This design comes from an exercise in tuning for small area and a short achievable clock period on the open sky130 flow, not from production work. Function was checked by simulation only, so behaviour that the tests miss may differ from the original. Power and IR drop assume default switching activity.

===== run.sh =====
#!/bin/bash
# synth_recipe.tcl (not shown) runs the flow's synth.tcl, then flattens the netlist and writes it again
# the make line also repeats each setting of config.mk as NAME=value (left out here)
make -C /OpenROAD-flow-scripts/flow DESIGN_CONFIG=/design/flow/config.mk WORK_HOME=/design/flow/orfs CLKGATE_MAP_FILE= SYNTH_SCRIPT=/design/flow/synth_recipe.tcl finish

===== config.mk =====
export PLATFORM = sky130hd
export DESIGN_NAME = scarf_pat_gen_top
export DESIGN_NICKNAME = scarf_pat_gen_top
export VERILOG_FILES = /design/flow/design.v
export SDC_FILE = /design/flow/constraint.sdc
export NUM_CORES = 4
export LEC_CHECK = 0
export CAP_MARGIN = 20
export CORE_MARGIN = 2
export CORE_UTILIZATION = 40
export SLEW_MARGIN = 20

===== constraint.sdc =====
create_clock -name core_clock -period 6.0 [get_ports {clk}]
set_input_delay 1.2000 -clock core_clock [delete_from_list [all_inputs] [get_ports {clk}]]
set_output_delay 1.2000 -clock core_clock [all_outputs]
set_load 0.01 [all_outputs]

===== design.v =====
module scarf_regmap_pat_gen
  ( input  logic        clk,
    input  logic        rst_n_sync,
    input  logic  [7:0] data_in,
    input  logic        data_in_valid,
    input  logic        data_in_finished,
    input  logic  [6:0] slave_id,
    input  logic        rnw,
    output logic  [7:0] read_data_sel,    
    output logic [12:0] end_address_pat_gen,
    output logic        enable_pat_gen,
    output logic        repeat_enable_pat_gen,
    output logic  [1:0] num_gpio_sel_pat_gen,
    output logic  [2:0] timestep_sel_pat_gen,
    output logic  [3:0] stage1_count_sel_pat_gen
    );
    parameter SLAVE_ID = 7'h01;
    logic [7:0] registers[3:0];
    logic [1:0] address;
    logic       dead;
    logic       first_byte;
    logic       byte_valid;
    assign byte_valid = (slave_id == SLAVE_ID) && data_in_valid;
    always_ff @(posedge clk, negedge rst_n_sync)
      if (~rst_n_sync)           first_byte <= 1'b1;
      else if (data_in_finished) first_byte <= 1'b1;
      else if (byte_valid)       first_byte <= 1'b0;
    always_ff @(posedge clk)
      if (byte_valid) begin
        if (first_byte) begin
          address <= data_in[1:0];
          dead    <= (data_in[3:2] != 2'b00);
        end else begin
          address <= address + 1'b1;
          if (address == 2'd3) dead <= 1'b1;
        end
      end
    always_comb
      if (first_byte) read_data_sel = {1'b0, SLAVE_ID};
      else if (dead)  read_data_sel = 8'h00;
      else            read_data_sel = registers[address];
    always_ff @(posedge clk, negedge rst_n_sync)
      if (~rst_n_sync) begin
        registers[0] <= 8'h00;
        registers[1] <= 8'h00;
        registers[2] <= 8'h00;
        registers[3] <= 8'h00;
      end else if (byte_valid && !rnw && !first_byte && !dead)
        registers[address] <= data_in;
    always_comb begin
      end_address_pat_gen      = {registers[2][4:0], registers[3]};
      enable_pat_gen           = registers[0][0];
      repeat_enable_pat_gen    = registers[0][1];
      stage1_count_sel_pat_gen = registers[0][7:4];
      num_gpio_sel_pat_gen     = registers[1][1:0];
      timestep_sel_pat_gen     = registers[1][5:3];
    end
endmodule
module pattern_gen(
    input  logic        clk,
    input  logic        rst_n,
    input  logic        enable_pat_gen,
    input  logic [12:0] end_address_pat_gen,
    input  logic  [1:0] num_gpio_sel_pat_gen,  
    input  logic  [2:0] timestep_sel_pat_gen,
    input  logic  [3:0] stage1_count_sel_pat_gen,
    input  logic        repeat_enable_pat_gen,
    output logic        pattern_active,
    output logic        pattern_done,
    output logic  [7:0] gpio_pat_gen_out,
    input  logic  [7:0] bram_read_data,
    output logic [12:0] bram_addr
    );
    logic        off;
    logic        reached_final_address;
    logic        reached_final_bit_count;
    logic        enable_pat_gen_delay;
    logic [12:0] current_address;
    logic  [2:0] bit_count;
    logic [25:0] timestep_counter;
    logic [25:0] final_timestep_count;
    logic        reached_final_timestep_count;
    logic        timestep_change;
    logic        timestep_change_delay;
    logic  [7:0] gpio_mask;
    logic  [7:0] gpio_pat_gen_comb;
    logic        enable_bit_counter;
    logic        pattern_active_hold;
    logic        reached_final_stage1_count;
    logic  [3:0] stage1_counter;
    logic  [3:0] final_stage1_count;
    logic        step;
    assign off = !enable_pat_gen && !repeat_enable_pat_gen;
    assign reached_final_address = (current_address == end_address_pat_gen);
    always_comb
      case (num_gpio_sel_pat_gen)
        2'b00: reached_final_bit_count = (bit_count == 3'd7);
        2'b01: reached_final_bit_count = (bit_count == 3'd6);
        2'b10: reached_final_bit_count = (bit_count == 3'd4);
        2'b11: reached_final_bit_count = (bit_count == 3'd0);
      endcase
    always_ff @(posedge clk)
      enable_pat_gen_delay <= enable_pat_gen;
    always_ff @(posedge clk, negedge rst_n)
      if (~rst_n)                                                                  pattern_active <= 1'b0;
      else if (off)                                                                pattern_active <= 1'b0;
      else if (repeat_enable_pat_gen || !enable_pat_gen_delay)                     pattern_active <= 1'b1;
      else if (reached_final_address && reached_final_bit_count && step && enable_bit_counter) pattern_active <= 1'b0;
    always_ff @(posedge clk)
      pattern_active_hold <= pattern_active;
    always_ff @(posedge clk, negedge rst_n)
      if (~rst_n)                                      pattern_done <= 1'b0;
      else if (off)                                    pattern_done <= 1'b0;
      else if (!pattern_active && pattern_active_hold) pattern_done <= 1'b1;
    assign step = reached_final_timestep_count;
    always_ff @(posedge clk)
      if (off || !enable_bit_counter)                                            current_address <= '0;
      else if (reached_final_bit_count && step) begin
        if (!reached_final_address)                                              current_address <= current_address + 1'b1;
        else if (repeat_enable_pat_gen)                                          current_address <= '0;
      end
    assign bram_addr = current_address;
    always_ff @(posedge clk)
      if (off || !pattern_active) enable_bit_counter <= 1'b0;
      else if (step)              enable_bit_counter <= 1'b1;
    always_ff @(posedge clk)
      if (off || !enable_bit_counter)                                     bit_count <= '0;
      else if (step) begin
        if (!reached_final_bit_count) begin
          case (num_gpio_sel_pat_gen)
            2'b00: bit_count <= bit_count + 3'd1;
            2'b01: bit_count <= bit_count + 3'd2;
            2'b10: bit_count <= bit_count + 3'd4;
            2'b11: ;
          endcase
        end else if (!reached_final_address || repeat_enable_pat_gen)     bit_count <= '0;
      end
    always_comb
        if (stage1_count_sel_pat_gen >= 4'd2)   final_stage1_count = stage1_count_sel_pat_gen - 4'd1;
        else if (timestep_sel_pat_gen == 3'd0)  final_stage1_count = 4'd1;  
        else                                    final_stage1_count = 4'd0;
    assign reached_final_stage1_count = (stage1_counter == final_stage1_count);
    always_ff @(posedge clk)
      if (off || !pattern_active || reached_final_stage1_count) stage1_counter <= '0;
      else                                                      stage1_counter <= stage1_counter + 1'b1;
    always_comb
      case(timestep_sel_pat_gen)
        3'd0:    final_timestep_count = 'd0;
        3'd1:    final_timestep_count = 'd10       - 1;
        3'd2:    final_timestep_count = 'd100      - 1;
        3'd3:    final_timestep_count = 'd1000     - 1;  
        3'd4:    final_timestep_count = 'd10000    - 1;
        3'd5:    final_timestep_count = 'd100000   - 1;
        3'd6:    final_timestep_count = 'd1000000  - 1;  
        3'd7:    final_timestep_count = 'd10000000 - 1;  
      endcase
    assign reached_final_timestep_count = (timestep_counter == final_timestep_count) && reached_final_stage1_count;
    always_ff @(posedge clk)
      if (off || !pattern_active || step)                                       timestep_counter <= '0;
      else if ((timestep_sel_pat_gen != 3'd0) && reached_final_stage1_count)    timestep_counter <= timestep_counter + 1'b1;
    always_ff @(posedge clk)
      timestep_change <= step;
    always_ff @(posedge clk)
      timestep_change_delay <= timestep_change && pattern_active;
    always_comb
      case(num_gpio_sel_pat_gen)
        2'b00: gpio_mask = 8'b0000_0001;
        2'b01: gpio_mask = 8'b0000_0011;
        2'b10: gpio_mask = 8'b0000_1111;
        2'b11: gpio_mask = 8'b1111_1111;
      endcase
    always_comb begin
      gpio_pat_gen_comb[7] = bram_read_data[bit_count];
      for (int k = 1; k < 8; k++)
        gpio_pat_gen_comb[7-k] = (k >= bit_count) ? bram_read_data[3'(k - bit_count)] : 1'b0;
    end
    always_ff @(posedge clk, negedge rst_n)
      if (~rst_n)                     gpio_pat_gen_out <= 8'b0000_0000;
      else if (off)                   gpio_pat_gen_out <= 8'b0000_0000;
      else if (timestep_change_delay) gpio_pat_gen_out <= gpio_pat_gen_comb & gpio_mask;
endmodule
module scarf_bram
  ( input  logic        clk,
    input  logic        rst_n_sync,
    input  logic  [7:0] data_in,
    input  logic        data_in_valid,
    input  logic        data_in_finished,
    input  logic  [6:0] slave_id,
    input  logic        rnw,
    output logic  [7:0] read_data_out,
    input  logic  [7:0] scarf_bram_read_data,
    output logic  [7:0] scarf_bram_write_data,
    output logic [12:0] scarf_bram_addr,
    output logic        scarf_bram_wen,
    output logic        scarf_bram_ren
    );
    parameter SLAVE_ID = 7'h02;
    logic [1:0] byte_count;
    logic       valid_slave;
    logic       byte_valid;
    logic       addr_max;
    assign valid_slave = (slave_id == SLAVE_ID);
    assign byte_valid  = valid_slave && data_in_valid;
    assign addr_max    = &scarf_bram_addr;
    always_ff @(posedge clk, negedge rst_n_sync)
      if (~rst_n_sync)                             byte_count <= 2'd0;
      else if (data_in_finished)                   byte_count <= 2'd0;
      else if (byte_valid && (byte_count != 2'd3)) byte_count <= byte_count + 1'd1;
    always_ff @(posedge clk, negedge rst_n_sync)
      if (~rst_n_sync)                                 scarf_bram_addr       <= 13'd0;
      else if (byte_valid && (byte_count == 2'd0))     scarf_bram_addr[12:8] <= data_in[4:0];
      else if (byte_valid && (byte_count == 2'd1))     scarf_bram_addr[7:0]  <= data_in;
      else if (byte_valid && !addr_max && (rnw || (byte_count == 2'd3)))
                                                       scarf_bram_addr       <= scarf_bram_addr + 1'b1;
      else if (byte_count == 2'd0)                     scarf_bram_addr       <= 13'd0;
    always_ff @(posedge clk)
      scarf_bram_write_data <= data_in;
    always_ff @(posedge clk, negedge rst_n_sync)
      if (~rst_n_sync) scarf_bram_wen <= 1'b0;
      else             scarf_bram_wen <= data_in_valid && byte_count[1] && !rnw;
    always_ff @(posedge clk, negedge rst_n_sync)
      if (~rst_n_sync)                                         scarf_bram_ren <= 1'b0;
      else if (data_in_valid && (byte_count == 2'd1) && rnw)   scarf_bram_ren <= 1'b1;
      else if (byte_count == 2'd0)                             scarf_bram_ren <= 1'b0;
    always_ff @(posedge clk, negedge rst_n_sync)
      if (~rst_n_sync)              read_data_out <= 8'd0;
      else if (!valid_slave)        read_data_out <= 8'd0;
      else if (byte_count == 2'd0)  read_data_out <= {1'b0, SLAVE_ID};
      else if (scarf_bram_ren)      read_data_out <= scarf_bram_read_data;
endmodule
module scarf_pat_gen_top
( input  logic        clk,
  input  logic        rst_n_sync,
  input  logic  [7:0] data_in,
  input  logic        data_in_valid,
  input  logic        data_in_finished,
  input  logic  [6:0] slave_id,
  input  logic        rnw,
  output logic  [7:0] read_data_out,
  output logic  [7:0] gpio_pat_gen_out,
  output logic        pattern_done,
  output logic [12:0] bram_addr,
  output logic        bram_wen,
  output logic        bram_ren,
  output logic  [7:0] bram_write_data,
  input  logic  [7:0] bram_read_data
 );
  logic  [7:0] read_data_out_bram;
  logic  [7:0] read_data_sel_pat_gen;
  logic        scarf_bram_wen;
  logic        scarf_bram_ren;
  logic [12:0] scarf_bram_addr;
  logic [12:0] pat_gen_bram_addr;
  logic [12:0] end_address_pat_gen;
  logic        enable_pat_gen;
  logic        repeat_enable_pat_gen;
  logic  [1:0] num_gpio_sel_pat_gen;
  logic  [2:0] timestep_sel_pat_gen;
  logic  [3:0] stage1_count_sel_pat_gen;
  logic        pattern_active;
  assign read_data_out = read_data_out_bram |
                         ({8{(slave_id == 7'h01) && rnw}} & read_data_sel_pat_gen);
  scarf_regmap_pat_gen
  # ( .SLAVE_ID( 7'h01 ) )
  u_scarf_regmap_pattern_gen
  ( .clk                  (clk),
    .rst_n_sync           (rst_n_sync),
    .data_in              (data_in),
    .data_in_valid        (data_in_valid),
    .data_in_finished     (data_in_finished),
    .slave_id,
    .rnw,
    .read_data_sel        (read_data_sel_pat_gen),
    .end_address_pat_gen,
    .enable_pat_gen,
    .repeat_enable_pat_gen,
    .num_gpio_sel_pat_gen,
    .timestep_sel_pat_gen,
    .stage1_count_sel_pat_gen
   );
  pattern_gen u_pattern_gen
  ( .clk                    (clk),
    .rst_n                  (rst_n_sync),
    .enable_pat_gen,
    .end_address_pat_gen,
    .num_gpio_sel_pat_gen,
    .timestep_sel_pat_gen,
    .stage1_count_sel_pat_gen,
    .repeat_enable_pat_gen,
    .pattern_active,
    .pattern_done,
    .gpio_pat_gen_out,
    .bram_read_data,
    .bram_addr              (pat_gen_bram_addr)
   );
  scarf_bram
  # ( .SLAVE_ID(7'h02) )
  u_scarf_bram
  ( .clk                   (clk),
    .rst_n_sync            (rst_n_sync),
    .data_in               (data_in),
    .data_in_valid         (data_in_valid),
    .data_in_finished      (data_in_finished),
    .slave_id,
    .rnw,
    .read_data_out         (read_data_out_bram),
    .scarf_bram_read_data  (bram_read_data),
    .scarf_bram_write_data (bram_write_data),
    .scarf_bram_addr,
    .scarf_bram_wen,
    .scarf_bram_ren
   );
  assign bram_addr = (pattern_active) ? pat_gen_bram_addr : scarf_bram_addr;
  assign bram_ren  = pattern_active | scarf_bram_ren;
  assign bram_wen  = !pattern_active & scarf_bram_wen;
endmodule

==> results.cfg, run 1 <==
[outcome]
status = timing/DRC/antenna clean

[worst_hold_path]
holdPathEnd = u_pattern_gen.timestep_change_delay$_DFF_P_
hold_path_class = flop to flop
min_from = u_pattern_gen.timestep_change$_DFF_P_
hold_depth = 1

[power]
power_density_nw_per_um2 = 218
vdd_drop_max_mv = 0.190
p_leak_nw = 3.59

[drt]
via_per_inst = 5.54
first_iter_violations = 454
firstDrtPassIters = 5
vias = 6446
route.detailed.drc = 0
drtAntennaViolNets = 0
avgRoutedWirePerCell_um = 17.4
wl_um = 20300

[synth]
ys_seq_area_share_pct = 38.5
yosys.cell_types.count = 72
synth_area_um2 = 7720
avgSynthCellArea_um2 = 9.14
synth_flop_cell = dfrtp_1
synth_nets = 910
synth_top_area_share_pct = 21.7
synth-edff-count = 3
synth.area.top_cells = dfrtp_1, dfxtp_1, ha_1, mux2_2, nor2_1
yosys.area.top_type = dfrtp_1
synth_warnings = 4
async_flop_share_pct = 52.3
synth_cells = 845
synth_seq_cells = 130

[worst_setup_path]
ff2ff_setup_slack_ns = 2.54
reg2reg_depth = 8
reg2reg_to = u_pattern_gen.current_address[8]$_SDFFE_PP0P_
crit_type = input port to output pin
r2r-start = u_scarf_regmap_pattern_gen.registers[1][4]$_DFFE_PN0P_
required_ns = 4.80
critical_path_arrival_ns = 4.13
cp-end-kind = output pin
start_kind = input port
crit_path_max_fanout = 7

[final_layout]
area_growth_syn_to_layout_pct = 18.1
n_antenna_cell = 0
final_cells = 1163
nets = 955
stdcell_area_um2 = 9120
final_cell_mix = nor2_1, nand2_1, dfrtp_1
drive_above_1_share_pct = 10.5
mostFrequentLayoutCell = nor2_1
nFillCells = 1803

[placement]
place_congestion = 0.857
place_area_um2 = 8520
placedCellCount = 1130
dpl.hpwl_um = 14300
port_buffers = 67

[sta]
final_hold_viol_count = 0
slew_headroom_pct = 31.3
skew_ns = 0.0131
rsz0062_at_grt = false
setup_viol = 0
fmax_mhz = 188
max_slew.worst_pin.slew_ns = 1.03
finalCritPeriodShare_pct = 88.9
fin_crit_ns = 5.33
fin_tns_setup_ns = 0
slew_violations = 0

[clock_network]
numClockSinks = 130
htree_num_levels = 4
numCtsBuffers = 17
cts_resized = 0
cts.clk_slew.worst_paths_ns = 0.06
cts-root-buf = clkbuf_16
cts-hold-fix-buffers = 0
clockBufferDepth = 2
clk_latency_ns = 0.42
cts_setup_buffers = 0
cts_tree = built

[die]
ioPinCount = 68
die_y_um = 143
core_area_um2 = 18800
dieArea_um2 = 20400
floorplan.initialDensity_pct = 41.0
die_x_um = 143
rows = 50

[global_routing]
grt.busiest_layer = met2
grt_pass1_vias = 6253
overflow = 0
grt_pass1_wl_um = 33200
grt_max_degree = 69
grt_usage_pct = 20.6
grtUsageMet2_pct = 31.9
grt_use_met1_pct = 28.7
antenna_found_initial = 0
use_met3_pct = 3.92

[flow_run]
cap_viol_max_count = 0
[logic make-up (layout without fill, tap and decap cells)]
kind of cell	after synthesis	after routing	synth area share, %
compound gates	162	162	14.0
buf+inv	85	143	4.67
simple gates	320	320	21.2
fa+ha+maj	37	37	6.00
mux	64	64	10.2
flops	130	130	38.5
xor+xnor	47	47	5.33
[worst max path at each step]
stage,slack [ns],endpoint,from,cells past startpoint
floorplan,1.79,read_data_out[1],slave_id[2],6
global placement,0.74,read_data_out[6],slave_id[2],8
detailed placement,0.69,read_data_out[5],slave_id[2],8
CTS,0.68,read_data_out[5],slave_id[2],8
global route,0.45,read_data_out[1],slave_id[2],8
finish,0.67,read_data_out[5],slave_id[2],8
[sequential cells by signal (all words and copies together), names as in the netlist, 4 cells and up]
name	cells
u_scarf_bram.scarf_bram_addr	13
u_pattern_gen.timestep_counter	26
u_scarf_bram.read_data_out	8
u_pattern_gen.stage1_counter	4
u_scarf_regmap_pattern_gen.registers	32
u_pattern_gen.current_address	13
u_scarf_bram.scarf_bram_write_data	8
u_pattern_gen.gpio_pat_gen_out	8
[cell type report]
cell class	count	area (µm²)	area share, %
Clock inverter	14	150	1.65
Multi-Input combinational cell	630	4390	48.1
Tap cell	260	325	3.57
Sequential cell	130	2970	32.6
Clock buffer	18	439	4.81
Inverter	41	154	1.69
Timing Repair Buffer	70	692	7.59
[metal layers]
metal	wire length (µm)	share of wire, %	vias to the layer above
li1	-	-	3156
met4	476	2.3	0
met5	0	0	-
met2	9300	46	150
met1	9690	48	3107
met3	813	4.0	33
[report_power, final]
group,internal [W],leakage (nW),switching [W]
clock,0.000628,0.286,0.000424
combinational,0.0000276,1.86,0.0000316
sequential,0.000877,1.45,0.000000938
total,0.00153,3.59,0.000457
[worst max-delay path, cell delays in order]
cell	delay [ns]
clkdlybuf4s50_1	0.39
or4_1	0.52
or2_2	0.31
nor3b_1	0.31
nand2_1	0.11
nor3_1	0.56
a21o_1	0.19
clkdlybuf4s50_1	0.53
[stage by stage]
| stage | setup WS, ns | power (W) | hold slack [ns] | utilization (%) |
|---|---|---|---|---|
| 2_1_floorplan | 1.79 | 0.000908 | 0.364 | - |
| 3_3_place_gp | 0.745 | 0.000955 | 0.424 | 45.2 |
| 6_report | 0.667 | 0.00199 | 0.447 | 48.4 |
| 4_1_cts | 0.676 | 0.00200 | 0.439 | 48.4 |
| 3_5_place_dp | 0.689 | 0.000955 | 0.421 | 45.2 |
| 5_1_grt | 0.446 | 0.00205 | 0.462 | 48.4 |
[Yosys cell counts (all sizes together) (3+ instances only)]
library cell	n
nor2	87
nand2	72
dfrtp	67
dfxtp	59
o21ai	50
inv	41
mux2	38
ha	37
a21oi	31
clkbuf	31
nor3	27
nand3	25
xnor2	25
xor2	22
nor4	21
mux2i	18
nand4	17
o31ai	14
buf	13
or4	13
a21o	10
and3	9
a222oi	8
a32oi	8
and2	8
mux4	8
nand2b	8
nor2b	7
a211oi	5
o22ai	5
or3	5
a22oi	4
a31oi	4
nand3b	4
or2	4
a32o	3
edfxtp	3
nor4b	3
==> run 2: changes to the inputs <==
--- a/config.mk
+++ b/config.mk
@@ -7,5 +7,7 @@
 export LEC_CHECK = 0
+export ABC_CLOCK_PERIOD_IN_PS = 2500
 export CAP_MARGIN = 20
 export CORE_MARGIN = 2
-export CORE_UTILIZATION = 40
+export CORE_UTILIZATION = 60
+export SETUP_SLACK_MARGIN = 3.0
 export SLEW_MARGIN = 20
==> run 2 against run 1 <==
Clock-buffer cell count is 4 higher. Register-to-register slack better by 0.54 ns. Sequential cell count stayed put. Via count is 5.9% higher.
==> results.cfg, run 2 <==
[drt]
wl_um = 21200
avgRoutedWirePerCell_um = 19.4
vias = 6827
route.detailed.drc = 0
firstDrtPassIters = 5
drtAntennaViolNets = 0
via_per_inst = 6.24
first_iter_violations = 719

[clock_network]
cts-root-buf = clkbuf_16
cts_tree = built
cts.clk_slew.worst_paths_ns = 0.06
clk_latency_ns = 0.43
numCtsBuffers = 17
htree_num_levels = 4
clockBufferDepth = 2
numClockSinks = 130

[synth]
async_flop_share_pct = 52.3
synth_top_area_share_pct = 21.7
ys_seq_area_share_pct = 38.5
synth_warnings = 4
synth_area_um2 = 7720
synth_nets = 910
yosys.cell_types.count = 72
synth.area.top_cells = dfrtp_1, dfxtp_1, ha_1, mux2_2, nor2_1
synth.most_common_cell = nor2_1
synth_cells = 845
yosys.area.top_type = dfrtp_1
synth_seq_cells = 130
avgSynthCellArea_um2 = 9.14
synth-edff-count = 3
synth_flop_cell = dfrtp_1
synthTopCellsByCount = nor2_1, nand2_1, dfrtp_1

[outcome]
status = timing/DRC/antenna clean

[die]
core_area_um2 = 12600
die_x_um = 117
ioPinCount = 68
rows = 41
floorplan.initialDensity_pct = 61.4
dieArea_um2 = 13800
die_y_um = 117

[final_layout]
drive_above_1_share_pct = 16.5
final_cell_mix = nor2_1, nand2_1, dfrtp_1
nets = 974
n_antenna_cell = 0
multi_input_area_um2 = 4570
stdcell_area_um2 = 9280
nFillCells = 926
mostFrequentLayoutCell = nor2_1
area_growth_syn_to_layout_pct = 20.2
regArea_um2 = 2990
regMostFlops = u_scarf_regmap_pattern_gen.registers
largest_reg_flops = 32
largestRegisters = u_scarf_regmap_pattern_gen.registers (32), u_pattern_gen.timestep_counter (26)

[worst_setup_path]
worstPathCellList = buf_6 -> or4_4 -> or2_4 -> nor3b_4 -> nand2_2 -> nor3_4 -> buf_6 -> buf_6 -> a21o_1 -> buf_2
cp-end-kind = output pin
critical_path.max_stage_delay_ns = 0.52
required_ns = 4.80
crit_slowest_cell = or4_4
critical_path_arrival_ns = 2.98
path_common_cell = buf_6
crit_path_max_fanout = 3
start_kind = input port
crit_type = input port to output pin
r2r-start = u_scarf_regmap_pattern_gen.registers[1][5]$_DFFE_PN0P_
startpoint = slave_id[6]

[global_routing]
overflow = 0
grt_max_degree = 69
grt_usage_pct = 31.7
grt_pass1_wl_um = 35100
antenna_found_initial = 0
grt_pass1_vias = 6757

[sta]
final_hold_viol_count = 0
fmax_mhz = 239
fin_crit_ns = 4.18
max_slew.worst_pin.slew_ns = 0.904
skew_ns = 0.0104
finalWorstSetupSlack_ns = 1.82
rsz0062_at_grt = true
setup_viol = 0
finalCritPeriodShare_pct = 69.6
slew_violations = 0
fin_tns_setup_ns = 0
slew_headroom_pct = 39.7

[placement]
place_ws_ns = 1.09
place_congestion = 0.925
dpl.hpwl_um = 14500
place_area_um2 = 8500
port_buffers = 67

[flow_run]
cap_viol_max_count = 0

[power]
p_sw_w = 0.000415
netSwitchingFraction_pct = 21.3
intPower_w = 0.00153
vdd_drop_max_mv = 0.189
power_density_nw_per_um2 = 210
p_seq_share_pct = 45.0
clkPwrFrac_pct = 51.9
comb_power_share_pct = 3.1
p_leak_nw = 3.85

[worst_hold_path]
min_from = u_pattern_gen.enable_pat_gen_delay$_DFF_P_
hold_path_class = flop to flop
-- run 2: cell counts after synthesis --
Identical to the previous run, type by type.
-- run 2: worst paths after layout --
path                                                             endpoint  slack (ns)  depth (start not counted)
max                                                      read_data_out[4]        1.82                         10
min                              u_pattern_gen.pattern_active$_DFFE_PN0P_        0.42                          1
max reg2reg                u_pattern_gen.current_address[10]$_SDFFE_PP0P_        3.08                          7
min reg2reg                      u_pattern_gen.pattern_active$_DFFE_PN0P_        0.42                          1
max in group asynchronous        u_pattern_gen.pattern_active$_DFFE_PN0P_        4.33                          2
min in group asynchronous     u_scarf_bram.scarf_bram_addr[3]$_DFFE_PN0P_        0.97                          2
-- run 2: worst max-delay path: cells and delay by family --
kind / cells / cell delay (ns)
buf+inv: 4 / 0.43
compound gates: 1 / 0.09
simple gates: 5 / 1.26
-- run 2: power groups by stage --
stage          logic (W)  registers [W]  clock network, W
2_1_floorplan  0.0000122       0.000897                 0
3_3_place_gp   0.0000599       0.000895                 0
3_5_place_dp   0.0000611       0.000895                 0
4_1_cts        0.0000611       0.000878           0.00101
5_1_grt        0.0000658       0.000878           0.00106
6_report       0.0000604       0.000878           0.00101
-- run 2: kinds of logic (layout without fill, tap and decap cells) --
| logic type | Yosys count | after routing | synth area share, % |
|---|---|---|---|
| flops | 130 | 130 | 38.5 |
| compound gates | 162 | 162 | 14.0 |
| mux | 64 | 64 | 10.2 |
| xor+xnor | 47 | 47 | 5.33 |
| buf+inv | 85 | 159 | 4.67 |
| fa+ha+maj | 37 | 37 | 6.00 |
| simple gates | 320 | 323 | 21.2 |
-- run 2: timing repair --
| action | in CTS | in global routing |
|---|---|---|
| setup buffers | 12 | 5 |
| endpoints found under the setup margin | 110 | 90 |
| hold buffers | 0 | 0 |
| resized for setup | 80 | 13 |
| pin swaps | 14 | 8 |
| gates cloned | 2 | 1 |
-- run 2: final cells by class --
type                    count  share of cell area, %
multi-input cells         633                   49.3
clock inverters            10                   1.19
inverters                  41                   1.66
flip-flops and latches    130                   32.2
repair buffers             86                   8.36
well taps                 172                   2.32
clock buffers              22                   5.00
-- run 2: layer usage --
metal | track usage [%] | part of all wire, % | up-vias
met5 | 0 | 0 | -
met4 | 10.4 | 2.0 | 0
met3 | 7.34 | 7.4 | 40
met2 | 50.7 | 48 | 289
met1 | 42.8 | 43 | 3305
li1 | - | - | 3193
-- run 2: through the flow --
stage	power, W	hold slack [ns]	std cells	util, %
2_1_floorplan	0.000909	0.364	845	-
3_3_place_gp	0.000955	0.415	1042	67.6
3_5_place_dp	0.000956	0.415	1042	67.6
4_1_cts	0.00195	0.419	1088	73.2
5_1_grt	0.00200	0.443	1094	73.9
6_report	0.00195	0.421	1094	73.9

-- separate check: timing with driven ports --
No port has a modelled driver above. Below, the same layouts with a new extraction and two added sets of constraints. Step 1 sets driving cells, clkbuf_16 on the clock port and buf_2 on the other inputs (assumed; they add their load-dependent delay and slew). Step 2 moves the port delays by t, midway between the first and last clock arrival at a register: inputs arrive t later, outputs are due t later. That takes back most of the time a late clock gives input paths. Slacks: ideal / step 1 / step 2; pairs: ideal / step 1.
run | t, ns | setup slack, ns | worst setup path after step 2 | clock arrival spread, ns | pins driven straight from the clock port
run 1 | 0.459 | 0.667 / 0.643 / 0.643 | input to output | 0.013 / 0.013 | 1
run 2 | 0.465 | 1.823 / 1.790 / 1.790 | input to output | 0.011 / 0.011 | 1
After both steps every run listed still meets setup and hold. For run 2, which loses most, drivers alone change the setup slack by -0.033 ns; drivers and shift together by -0.033 ns.
